From an optimization exercise on the open Yosys and OpenROAD flow, aimed at small area, a short achievable clock period and few clock cycles per item; shortcuts taken in it are not production practice. Function was checked by simulation only, so behaviour that the tests miss may differ from the original. Power figures rest on the tool's default switching activity, not on a simulated workload.

## flow/design.v (module list and top-level ports; edited modules follow where they fit)
// module gemm_mac: 1716 lines
// module gemm_array: 178 lines
module gemm_array
#(
  parameter C_DATA_WIDTH = 32,
  parameter C_DIM = 4,
  parameter C_NUM_PE = 4,
  parameter C_RAM_IN_DELAY = 1,
  parameter C_RAM_OUT_DELAY = 1,
  parameter C_MAC_DELAY = 1,
  parameter C_RAM_STYLE = 1
)
(
  input                       clock,
  input                       i_reset,
  input [C_DATA_WIDTH-1: 0]   Ain_data,
  input [C_DATA_WIDTH-1: 0]   Bin_data,
  input                       Ain_valid,
  input                       Bin_valid,
  output [C_DATA_WIDTH-1: 0]  Aout_data,
  output [C_DATA_WIDTH-1: 0]  Bout_data,
  output                      Aout_valid,
  output                      Bout_valid,
  input                       i_rd_output,
  output                      o_rd_output
);
  // ...
==> flow/flow/run.sh <==
#!/bin/bash
set -euo pipefail
bash standard.sh SETUP_SLACK_MARGIN=5.6 finish > make_standard.log 2>&1
==> flow/standard.sh <==
#!/bin/bash
# synth_recipe.tcl (not shown) runs the flow's synth.tcl, then flattens the netlist and writes it again
# the make line also repeats each setting of config.mk as NAME=value (left out here)
make -C /OpenROAD-flow-scripts/flow DESIGN_CONFIG=/design/flow/config.mk WORK_HOME=/design/flow/orfs CLKGATE_MAP_FILE= SYNTH_SCRIPT=/design/flow/synth_recipe.tcl "${@:-finish}"
==> flow/config.mk <==
export PLATFORM = sky130hd
export DESIGN_NAME = gemm_array
export DESIGN_NICKNAME = gemm_array
export VERILOG_FILES = /design/flow/design.v
export SDC_FILE = /design/flow/constraint.sdc
export NUM_CORES = 4
export LEC_CHECK = 0
export CAP_MARGIN = 20
export CORE_MARGIN = 2
export CORE_UTILIZATION = 45
export SLEW_MARGIN = 20
==> flow/constraint.sdc <==
create_clock -name core_clock -period 8.5 [get_ports {clock}]
set_input_delay 1.7000 -clock core_clock [delete_from_list [all_inputs] [get_ports {clock}]]
set_output_delay 1.7000 -clock core_clock [all_outputs]
set_load 0.01 [all_outputs]
==> impl_metrics.env, run 1 <==
export IMPL_status="no timing/DRC/antenna violations"
export IMPL_tns_ns=0
export IMPL_grt_setup_unrepaired="true"
export IMPL_initial_core_util_pct=45.1
export IMPL_first_global_vias=61500
export IMPL_r2r_slack_ns=4.78
export IMPL_comb_power_uw=6550
export IMPL_setup_ws_ns=4.78
export IMPL_largest_reg_flops=484
export IMPL_top_layer="met5"
export IMPL_worstSetupEndpoint="col[1].mac.r1[29]$_DFF_P_"
export IMPL_cts_made_buffers=149
export IMPL_grt_antenna_before_repair=9
export IMPL_use_met3_pct=12.1
export IMPL_nNonClkBuffers=543
export IMPL_num_vias=64600
export IMPL_cts_buffer_depth=3
export IMPL_die_y_um=418
export IMPL_synthSimpleGateAreaFrac_pct=7.09
export IMPL_ys_seq_elements=1326
export IMPL_htree_num_levels=4
export IMPL_busiest_layer="met2"
export IMPL_yosysTopAreaCell="dfxtp_1"
export IMPL_final_setup_viol_count=0
export IMPL_worstHoldStart="col[1].mac.r3[2]$_SDFF_PP0_"
export IMPL_cts_hold_repair_buffers=0
export IMPL_slowest_delay_ns=0.57
export IMPL_worst_slew_pin_slew_ns=1.17
export IMPL_drt_wl_total_mm=318
export IMPL_critPathCaptureType="flip-flop"
export IMPL_vias_per_cell=6.65
export IMPL_syn_nets=8392
export IMPL_cp_start_kind="flip-flop"
export IMPL_total_power_uw=22500
export IMPL_diodes=21
export IMPL_path_clk_slew_ns=0.06
export IMPL_grt_max_degree=220
export IMPL_synth_top_area_share_pct=34.4
export IMPL_fin_cells=9714
export IMPL_nClkBuffers=203
export IMPL_gp_congestion=0.959
export IMPL_r2r_start="col[1].mac.cut[25]$_DFF_P_"
Testbench counts, summed over its fixed seeds: cycles 8,960, matrices 256.
==> inputs of run 2 (changes only) <==
==> flow/run.sh (new file) <==
#!/bin/bash
# synth_recipe.tcl (not shown) runs the flow's synth.tcl, then flattens the netlist and writes it again
# the make line also repeats each setting of config.mk as NAME=value (left out here)
make -C /OpenROAD-flow-scripts/flow DESIGN_CONFIG=/design/flow/config.mk WORK_HOME=/design/flow/orfs CLKGATE_MAP_FILE= SYNTH_SCRIPT=/design/flow/synth_recipe.tcl finish
--- a/flow/config.mk
+++ b/flow/config.mk
@@ -8,4 +8,5 @@
 export CAP_MARGIN = 20
 export CORE_MARGIN = 2
 export CORE_UTILIZATION = 45
+export SETUP_SLACK_MARGIN = 5
 export SLEW_MARGIN = 20
removed: flow/flow/run.sh
removed: flow/standard.sh
==> impl_metrics.env, run 2 <==
export IMPL_grt_use_total_pct=31.1
export IMPL_synth_xor_area_share_pct=12.0
export IMPL_gp_congestion=0.930
export IMPL_cts_made_buffers=151
export IMPL_synth_edf_count=0
export IMPL_crit_arrival_ns=4.45
export IMPL_synthSimpleGateAreaFrac_pct=7.09
export IMPL_drt_wl_total_mm=280
export IMPL_total_power_uw=21800
export IMPL_ys_seq_elements=1326
export IMPL_dieArea_um2=175000
export IMPL_port_buffers=135
export IMPL_cp_required_ns=9.27
export IMPL_synth_compound_area_share_pct=20.5
export IMPL_leakage_uw=0.0342
export IMPL_min_period_over_period_pct=43.3
export IMPL_slew_viol_final=0
export IMPL_num_vias=61700
export IMPL_syn_nets=8392
export IMPL_ir_drop_mv=0.263
export IMPL_largest_reg_flops=484
export IMPL_worst_slew_pin_slew_ns=1.28
export IMPL_synth_top_family_by_area="compound AO/OA/AOI/OAI gates"
export IMPL_cts_sinks=1326
export IMPL_synth_top_area_share_pct=34.4
export IMPL_grt_pass1_wl_mm=406
export IMPL_final_util_pct=50.7
export IMPL_async_reset_ff_share_pct=0
export IMPL_gr_total_overflow=0
export IMPL_timing_fmax_ghz=0.272
export IMPL_tns_ns=0
export IMPL_path_cells="fa_1, fa_1, ha_4, a21o_1, a211o_1, a31oi_4, o31a_1, o31a_1, o221a_4, o21ai_4, or4_1, nand4_1"
export IMPL_synth_top_cells_by_count="1326 x dfxtp_1, 793 x xnor2_1, 676 x clkbuf_1, 663 x a221oi_1, 660 x a22o_1"
export IMPL_status="no timing/DRC/antenna violations"
export IMPL_synth_fa_ha_area_share_pct=19.3
export IMPL_cts_tree="done"
export IMPL_finalCriticalPeriod_ns=3.68
export IMPL_grt_antenna_before_repair=15
export IMPL_seq_area_frac_synth_pct=34.4
export IMPL_final_layout_size_suffix_gt1_share_pct=10.6
export IMPL_path_class="flip-flop to flip-flop"
export IMPL_hold_violations=0
export IMPL_die_y_um=418
export IMPL_boundaryPins=136
export IMPL_yosys_top_cells_area="dfxtp_1 34%, fa_1 15%, xnor2_1 9.0%"
export IMPL_dp_hpwl_mm=177
export IMPL_synth_cells=7472
export IMPL_htree_num_levels=4
export IMPL_drc=0
export IMPL_routedWlPerCell_um=29.5
export IMPL_slowest_delay_ns=0.55
export IMPL_clk_latency_ns=0.84
export IMPL_path_clk_slew_ns=0.06
export IMPL_yosysTopAreaCell="dfxtp_1"
export IMPL_cts_buffer_depth=3
export IMPL_powerDensity_nw_per_um2=252
export IMPL_area_delta_synth_final_pct=12.3
export IMPL_grt_setup_unrepaired="true"
export IMPL_nets=8039
export IMPL_cts_hold_repair_buffers=0
export IMPL_dr_pass1_iters=7
export IMPL_maxSlewHeadroom_pct=14.9
export IMPL_vias_per_cell=6.51
export IMPL_critPathCaptureType="flip-flop"
export IMPL_final_setup_viol_count=0
export IMPL_max_cap_violations=0
export IMPL_synth_distinct_cells=78
export IMPL_syn_avg_cell_area_um2=10.3
export IMPL_synthMuxAreaShare_pct=1.30
export IMPL_path_max_fanout=6
export IMPL_yosys_warnings=2
export IMPL_grt_max_degree=207
export IMPL_core_area_um2=171000
export IMPL_largest_register="col.mac.cut"
export IMPL_synthesis_area_um2=77200
export IMPL_clock_root_buffer="clkbuf_16"
export IMPL_worst_path_max_delay_cell="fa_1"
export IMPL_initial_core_util_pct=45.1
export IMPL_finalClockSkew_ns=0.0518
export IMPL_cp_start_kind="flip-flop"
export IMPL_drt_initial_drc_count=7706
export IMPL_hp_class="flip-flop to flip-flop"
export IMPL_ant_nets=0
export IMPL_first_global_vias=60400
export IMPL_rows=152
export IMPL_final_cell_mix="1229 x dfxtp_1, 792 x xnor2_1, 660 x a22o_1, 660 x a221oi_1, 563 x fa_1"
export IMPL_mostFrequentLayoutCell="dfxtp_1"
export IMPL_die_w_um=418
export IMPL_synth_flop_cell="dfxtp_1"
export IMPL_yosysMostFrequentCell="dfxtp_1"
==> run 2: cell types whose count changed in the layout (fill, tap and decap cells not counted), sizes merged <==
| cell | change |
|---|---|
| a21o | -2 |
| and2 | -1 |
| buf | -275 |
| bufbuf | -8 |
| bufinv | +3 |
| clkbuf | -19 |
| clkdlybuf4s15 | -5 |
| clkdlybuf4s50 | +51 |
| clkinv | +4 |
| clkinvlp | +1 |
| diode | -10 |
| dlygate4sd2 | +26 |
| dlymetal6s2s | +5 |
| inv | -2 |
==> run 2: layer usage <==
metal / up-vias / wire (um) / global-route usage (%)
li1: 26100 / - / -
met1: 30600 / 111000 / 41.0
met2: 4244 / 115000 / 44.0
met3: 884 / 33900 / 9.55
met4: 2 / 20200 / 19.9
met5: - / 55 / 0
==> run 2: cells by family after synthesis <==
| group | count (synthesis) |
|---|---|
| AOI/OAI and AO/OA | 1980 |
| and+or+nand+nor | 1083 |
| DFF | 1326 |
| muxes | 58 |
| xor gates and xnor gates | 1059 |
| adders and majority gates | 851 |
| buffers and inverters | 1115 |
==> run 2: metrics by stage <==
stage / cell area (um^2) / cells / hold slack, ns / setup slack, ns
global route: 86600 / 9471 / 0.333 / 4.71
floorplan: 77400 / 7472 / 0.310 / 4.81
global placement: 79500 / 9130 / 0.312 / 3.86
finish: 86700 / 9482 / 0.326 / 4.82
detailed placement: 79500 / 9130 / 0.312 / 3.83
CTS: 86000 / 9446 / 0.327 / 4.74
==> run 2: cell type report <==
cell class	count	area [um^2]
flip-flops and latches	1326	26800
repair buffers	316	2970
fillers	15200	84300
inverters	293	1100
clock inverters	67	925
clock buffers	205	4350
multi-input cells	5031	47700
well taps	2233	2790
diodes	11	27.5
==> run 2: repair_timing <==
item,4_1_cts,5_1_grt
pin swaps,100,67
setup endpoints to repair,149,169
endpoints found under the hold margin,0,0
setup buffers,44,25
resized for setup,234,97
==> run 2: final timing paths <==
path,start,to,slack [ns],cells past startpoint
setup reg to reg,col[1].mac.cut[27]$_DFF_P_,col[1].mac.r1[29]$_DFF_P_,4.82,12
hold reg to reg,col[2].mac.r3[5]$_SDFF_PP0_,col[2].mac.cut[14]$_DFF_P_,0.33,0
setup / recovery,col[1].mac.cut[27]$_DFF_P_,col[1].mac.r1[29]$_DFF_P_,4.82,12
hold / removal,col[2].mac.r3[5]$_SDFF_PP0_,col[2].mac.cut[14]$_DFF_P_,0.33,0
==> run 2: worst max-delay path, delay by kind of cell, from the launching register on <==
family	cells	cell delay (ns)
adders and majority gates	3	1.30
DFF	1	0.31
and+or+nand+nor	2	0.53
AOI/OAI and AO/OA	7	1.49
==> run 2: where the power goes <==
| group | total [uW] | internal (uW) | switching, uW |
|---|---|---|---|
| logic | 5840 | 2510 | 3340 |
| registers | 9130 | 7710 | 1420 |
| clock network | 6870 | 4070 | 2800 |
| total | 21800 | 14300 | 7560 |

-- static timing again, ports no longer ideal --
Ports are ideal in the flow. The routed layouts listed here were re-timed in OpenROAD. Step 1, drivers: a clkbuf_16 drives clock and a buf_2 each remaining input, both assumed. Step 2 also shifts input and output timing later by t, the mid clock arrival at the registers, as if the neighbouring blocks saw the same clock. Three values: ideal ports, drivers, drivers and shift; two values: the first two.
run | shift t [ns] | slack for setup (ns) | cell pins on the clock port's net
run 1 | 0.911 | 4.782 / 4.782 / 4.471 | 1
run 2 | 0.905 | 4.820 / 4.820 / 4.248 | 1
After both steps every run listed still meets setup and hold. The setup slack of run 2, which loses most, moves by 0.000 ns with the drivers and by -0.572 ns with both steps.
